Source: an optimization exercise on an open RTL-to-GDS flow (aim: small area). Production flows keep margins and buffers that such runs may drop. Only simulation tests tie the RTL to the original design; equivalence was not proved.

==> build 35: inputs <==
Design gaussian_noise, start of the top module:
module gaussian_noise (Y, select, clk, Y_hat, noise_debug, reset, state);
input [31:0] Y;
input [2:0] select;
input reset;
input clk;
output [31:0] Y_hat, noise_debug;
output [2:0] state;
reg [31:0] g0;
reg [31:0] g1;
reg [31:0] g2;
reg [31:0] g3;
reg [31:0] g4;
reg [31:0] g5;
reg [31:0] ch;   
reg [31:1] ca0, ca1, ca2, cb0, cb1, cb2;   
wire h00 = ch[6] ^ ch[4] ^ ch[3] ^ ch[2];
wire h01 = ch[5] ^ ch[2];
wire h02 = ch[6] ^ ch[5] ^ ch[3] ^ ch[2];
wire h03 = ch[5] ^ ch[3] ^ ch[2] ^ ch[1] ^ ch[0];
wire h04 = ch[6] ^ ch[4] ^ ch[1];
wire [2:0] n0 = {2'b0,h00} + {2'b0,h01} + {2'b0,h02} + {2'b0,h03} + {2'b0,h04};
wire h10 = ch[6] ^ ch[3] ^ ch[2];
wire h11 = ch[5] ^ ch[4] ^ ch[3];
wire h12 = ch[6] ^ ch[5] ^ ch[3] ^ ch[2];
wire h13 = ch[6] ^ ch[5] ^ ch[4] ^ ch[1];
wire h14 = ch[6] ^ ch[1];
wire [2:0] n1 = {2'b0,h10} + {2'b0,h11} + {2'b0,h12} + {2'b0,h13} + {2'b0,h14};
always @(posedge clk or posedge reset) begin
  if (reset) begin
    g0 <= 32'h0f0f0f0f;
    g1 <= 32'h0fefbf0f;
    g2 <= 32'h0aefba0f;
    g3 <= 32'h0aef6a04;
  ...
export LEC_CHECK = 0
export CAP_MARGIN = 20
export CORE_MARGIN = 2
export CORE_UTILIZATION = 40
export CTS_BUF_LIST = sky130_fd_sc_hd__clkbuf_16
export CTS_CLUSTER_DIAMETER = 100
export CTS_CLUSTER_SIZE = 24
export SLEW_MARGIN = 20
create_clock -name core_clock -period 15.0 [get_ports {clk}]
run.sh (not shown) runs the stock make flow with config.mk's settings and CLKGATE_MAP_FILE= SYNTH_SCRIPT=/design/flow/synth_recipe.tcl, a recipe that flattens the netlist after the stock synthesis.
==> inputs of trial 11, as changes to build 35 <==
==> flow/flow/run.sh (new file) <==
#!/bin/bash
# Standard ORFS layout, with the port buffers inserted as the smallest buffer cell.
# Each tool's full log is kept by ORFS under orfs/logs/; make's own output goes to flow_make.log.
set -euo pipefail
bash standard.sh BUFFER_PORTS_ARGS="-buffer_cell sky130_fd_sc_hd__buf_1" finish > flow_make.log 2>&1
==> flow/standard.sh (new file) <==
#!/bin/bash
# synth_recipe.tcl (not shown) runs the flow's synth.tcl, then flattens the netlist and writes it again
# the make line also repeats each setting of config.mk as NAME=value (left out here)
make -C /OpenROAD-flow-scripts/flow DESIGN_CONFIG=/design/flow/config.mk WORK_HOME=/design/flow/orfs CLKGATE_MAP_FILE= SYNTH_SCRIPT=/design/flow/synth_recipe.tcl "${@:-finish}"
CORE_UTILIZATION = 55   (was 40)
CTS_CLUSTER_DIAMETER = 80   (was 100)
CTS_CLUSTER_SIZE = 30   (was 24)
removed: flow/run.sh
==> inputs of build 25, as changes to build 35 <==
--- a/flow/design.v
+++ b/flow/design.v
@@ -3,18 +3,18 @@
 input [2:0] select;
 input reset;
 input clk;
 output [31:0] Y_hat, noise_debug;
 output [2:0] state;
-reg [31:0] g0;
-reg [31:0] g1;
-reg [31:0] g2;
-reg [31:0] g3;
-reg [31:0] g4;
-reg [31:0] g5;
-reg [31:0] ch;   
-reg [31:1] ca0, ca1, ca2, cb0, cb1, cb2;   
+reg [31:0] g0;   
+reg [31:0] g1;   
+reg [31:0] g2;   
+reg [31:0] g3;   
+reg [31:0] g4;   
+reg [31:0] g5;   
+reg [37:0] ch;   
+reg [31:1] ca1, ca2, cb1, cb2;   
 wire h00 = ch[6] ^ ch[4] ^ ch[3] ^ ch[2];
 wire h01 = ch[5] ^ ch[2];
 wire h02 = ch[6] ^ ch[5] ^ ch[3] ^ ch[2];
 wire h03 = ch[5] ^ ch[3] ^ ch[2] ^ ch[1] ^ ch[0];
 wire h04 = ch[6] ^ ch[4] ^ ch[1];
@@ -31,35 +31,41 @@
     g1 <= 32'h0fefbf0f;
     g2 <= 32'h0aefba0f;
     g3 <= 32'h0aef6a04;
     g4 <= 32'h0a2f6204;
     g5 <= 32'h112c6204;
-    ch <= 32'h0000006d;
-    ca0 <= 31'h00000031;
+    ch <= 38'h6d;
     ca1 <= 31'h00000006;
     ca2 <= 31'h00000008;
-    cb0 <= 31'h00000007;
     cb1 <= 31'h00000013;
     cb2 <= 31'h00000008;
   end else begin
     g0 <= {g0[30:0], g0[31]^g0[21]^g0[1]^g0[0]};
     g1 <= {g1[30:0], g1[31]^g1[21]^g1[1]^g1[0]};
     g2 <= {g2[30:0], g2[31]^g2[21]^g2[1]^g2[0]};
     g3 <= {g3[30:0], g3[31]^g3[21]^g3[1]^g3[0]};
     g4 <= {g4[30:0], g4[31]^g4[21]^g4[1]^g4[0]};
     g5 <= {g5[30:0], g5[31]^g5[21]^g5[1]^g5[0]};
-    ch <= {ch[30:0], ch[31]^ch[21]^ch[1]^ch[0]};
-    ca0 <= {ca0[30:1], n0[0]};
+    ch <= {ch[36:0], ch[31]^ch[21]^ch[1]^ch[0]};
     ca1 <= {ca1[30:1], n0[1]};
     ca2 <= {ca2[30:1], n0[2]};
-    cb0 <= {cb0[30:1], n1[0]};
     cb1 <= {cb1[30:1], n1[1]};
     cb2 <= {cb2[30:1], n1[2]};
   end
 end
-wire [31:0] a0 = {ca0, n0[0]}, a1 = {ca1, n0[1]}, a2 = {ca2, n0[2]};
-wire [31:0] b0 = {cb0, n1[0]}, b1 = {cb1, n1[1]}, b2 = {cb2, n1[2]};
+wire [31:0] a1 = {ca1, n0[1]}, a2 = {ca2, n0[2]};
+wire [31:0] b1 = {cb1, n1[1]}, b2 = {cb2, n1[2]};
+wire [31:0] a0;
+genvar ia;
+generate for (ia = 0; ia < 32; ia = ia + 1) begin : para
+  assign a0[ia] = ch[ia+6] ^ ch[ia+5] ^ ch[ia+3] ^ ch[ia+0];
+end endgenerate
+wire [31:0] b0;
+genvar ib;
+generate for (ib = 0; ib < 32; ib = ib + 1) begin : parb
+  assign b0[ib] = ch[ib+5] ^ ch[ib+3];
+end endgenerate
 wire valid = ~(select[2] & select[1]);   
 wire setb = select[2] | (select[1] & select[0]);   
 wire [31:0] gs = select[2] ? (select[0] ? g5 : g4) : (select[1] ? (select[0] ? g3 : g2) : (select[0] ? g1 : g0));
 wire [31:0] c0 = setb ? b0 : a0, c1 = setb ? b1 : a1, c2 = setb ? b2 : a2;
 wire [31:0] v0 = c0;
==> flow/flow/run.sh (new file) <==
#!/bin/bash
# Standard ORFS layout with two changes:
#  - synthesis maps with flow/abc_map.script (ORFS's speed script without ABC's own
#    buffering and sizing; OpenROAD repairs and sizes later); everything else in the
#    synthesis, including register mapping and naming, is the standard script;
#  - the port buffers are the smallest buffer cell.
# ORFS keeps each tool's full log under orfs/logs/; make's own output is in flow_make.log.
set -euo pipefail
here=$(pwd)
{
  echo "proc abc {args} { set i [lsearch \$args -script]; if {\$i >= 0} { lset args [expr {\$i+1}] $here/flow/abc_map.script }; yosys abc {*}\$args }"
  cat synth_recipe.tcl
} > my_synth.tcl
bash standard.sh SYNTH_SCRIPT=$here/my_synth.tcl BUFFER_PORTS_ARGS="-buffer_cell sky130_fd_sc_hd__buf_1" finish > flow_make.log 2>&1
==> flow/flow/abc_map.script (new file) <==
&get -n
&st
&dch
&nf
&st
&syn2
&if -g -K 6
&synch2
&nf
&st
&syn2
&if -g -K 6
&synch2
&nf
&st
&syn2
&if -g -K 6
&synch2
&nf
&st
&syn2
&if -g -K 6
&synch2
&nf
&st
&syn2
&if -g -K 6
&synch2
&nf
&put
topo
==> flow/standard.sh (new file) <==
#!/bin/bash
# synth_recipe.tcl (not shown) runs the flow's synth.tcl, then flattens the netlist and writes it again
# the make line also repeats each setting of config.mk as NAME=value (left out here)
make -C /OpenROAD-flow-scripts/flow DESIGN_CONFIG=/design/flow/config.mk WORK_HOME=/design/flow/orfs CLKGATE_MAP_FILE= SYNTH_SCRIPT=/design/flow/synth_recipe.tcl "${@:-finish}"
removed: flow/run.sh
==> impl_metrics.json <==
{
  "skew_ns": 0.0285,
  "taps": 442,
  "hold_ws_ns": 0.347,
  "layout_common_cells": "dfrtp_1, mux2i_1, dfstp_2",
  "use_met3_pct": 3.27,
  "n_all_inverters": 55,
  "ys_seq_area_share_pct": 56.1,
  "status": "no timing/DRC/antenna violations",
  "cts.sinks": 404,
  "p_comb_share_pct": 7.4,
  "via_per_inst": 5.39,
  "dp_cells": 1892,
  "cts_made_buffers": 20
}
[end of results for trial 11]
==> impl_metrics.json <==
{
  "layout_common_cells": "dfrtp_1, mux2i_1, dfstp_2",
  "drt_pass1_iterations": 5,
  "status": "no timing/DRC/antenna violations",
  "skew_ns": 0.0173,
  "ys_seq_area_share_pct": 56.1,
  "taps": 600,
  "dp_slack_ns": 0.659,
  "hold_ws_ns": 0.354,
  "cts.sinks": 404,
  "use_met3_pct": 2.41,
  "power_leader": "registers",
  "n_all_inverters": 55,
  "cts_made_buffers": 20,
  "p_comb_share_pct": 9.0
}
[end of results for build 35]
==> impl_metrics.json <==
{
  "layout_common_cells": "dfrtp_1, xnor2_1, dfstp_2",
  "cts.sinks": 348,
  "n_all_inverters": 74,
  "use_met3_pct": 2.13,
  "hold_ws_ns": 0.347,
  "ys_seq_area_share_pct": 51.1,
  "p_comb_share_pct": 7.1,
  "status": "no timing/DRC/antenna violations",
  "taps": 585
}
[end of results for build 25]

## what the ideal ports hide
The results above use ideal ports. As a check the final layouts listed here were re-extracted and re-timed, cells and wires unchanged.
Step 1 assumes that a clkbuf_16 drives the clock port and a buf_2 every other input.
Step 2, shift: input delay + t, output delay - t, t = (earliest + latest rising clock arrival at the registers) / 2. This alone moves slack from input paths to output paths.
Three values: ideal, step 1, step 2; two values: the first two.
run	t (ns)	slack for setup (ns)	hold slack, ns	worst setup path at the end	slew at the worst register clock pin (ns)
build 35	0.582	0.652 / 0.626 / 0.626	0.354 / 0.354 / 0.354	input to output	0.10 / 0.10
trial 11	0.593	0.858 / 0.838 / 0.838	0.347 / 0.347 / 0.347	input to output	0.11 / 0.11
build 25	0.576	0.822 / 0.801 / 0.801	0.347 / 0.347 / 0.347	input to output	0.10 / 0.10
After both steps every run listed still meets setup and hold. For build 35, which loses most, drivers alone change the setup slack by -0.026 ns; drivers and shift together by -0.026 ns.
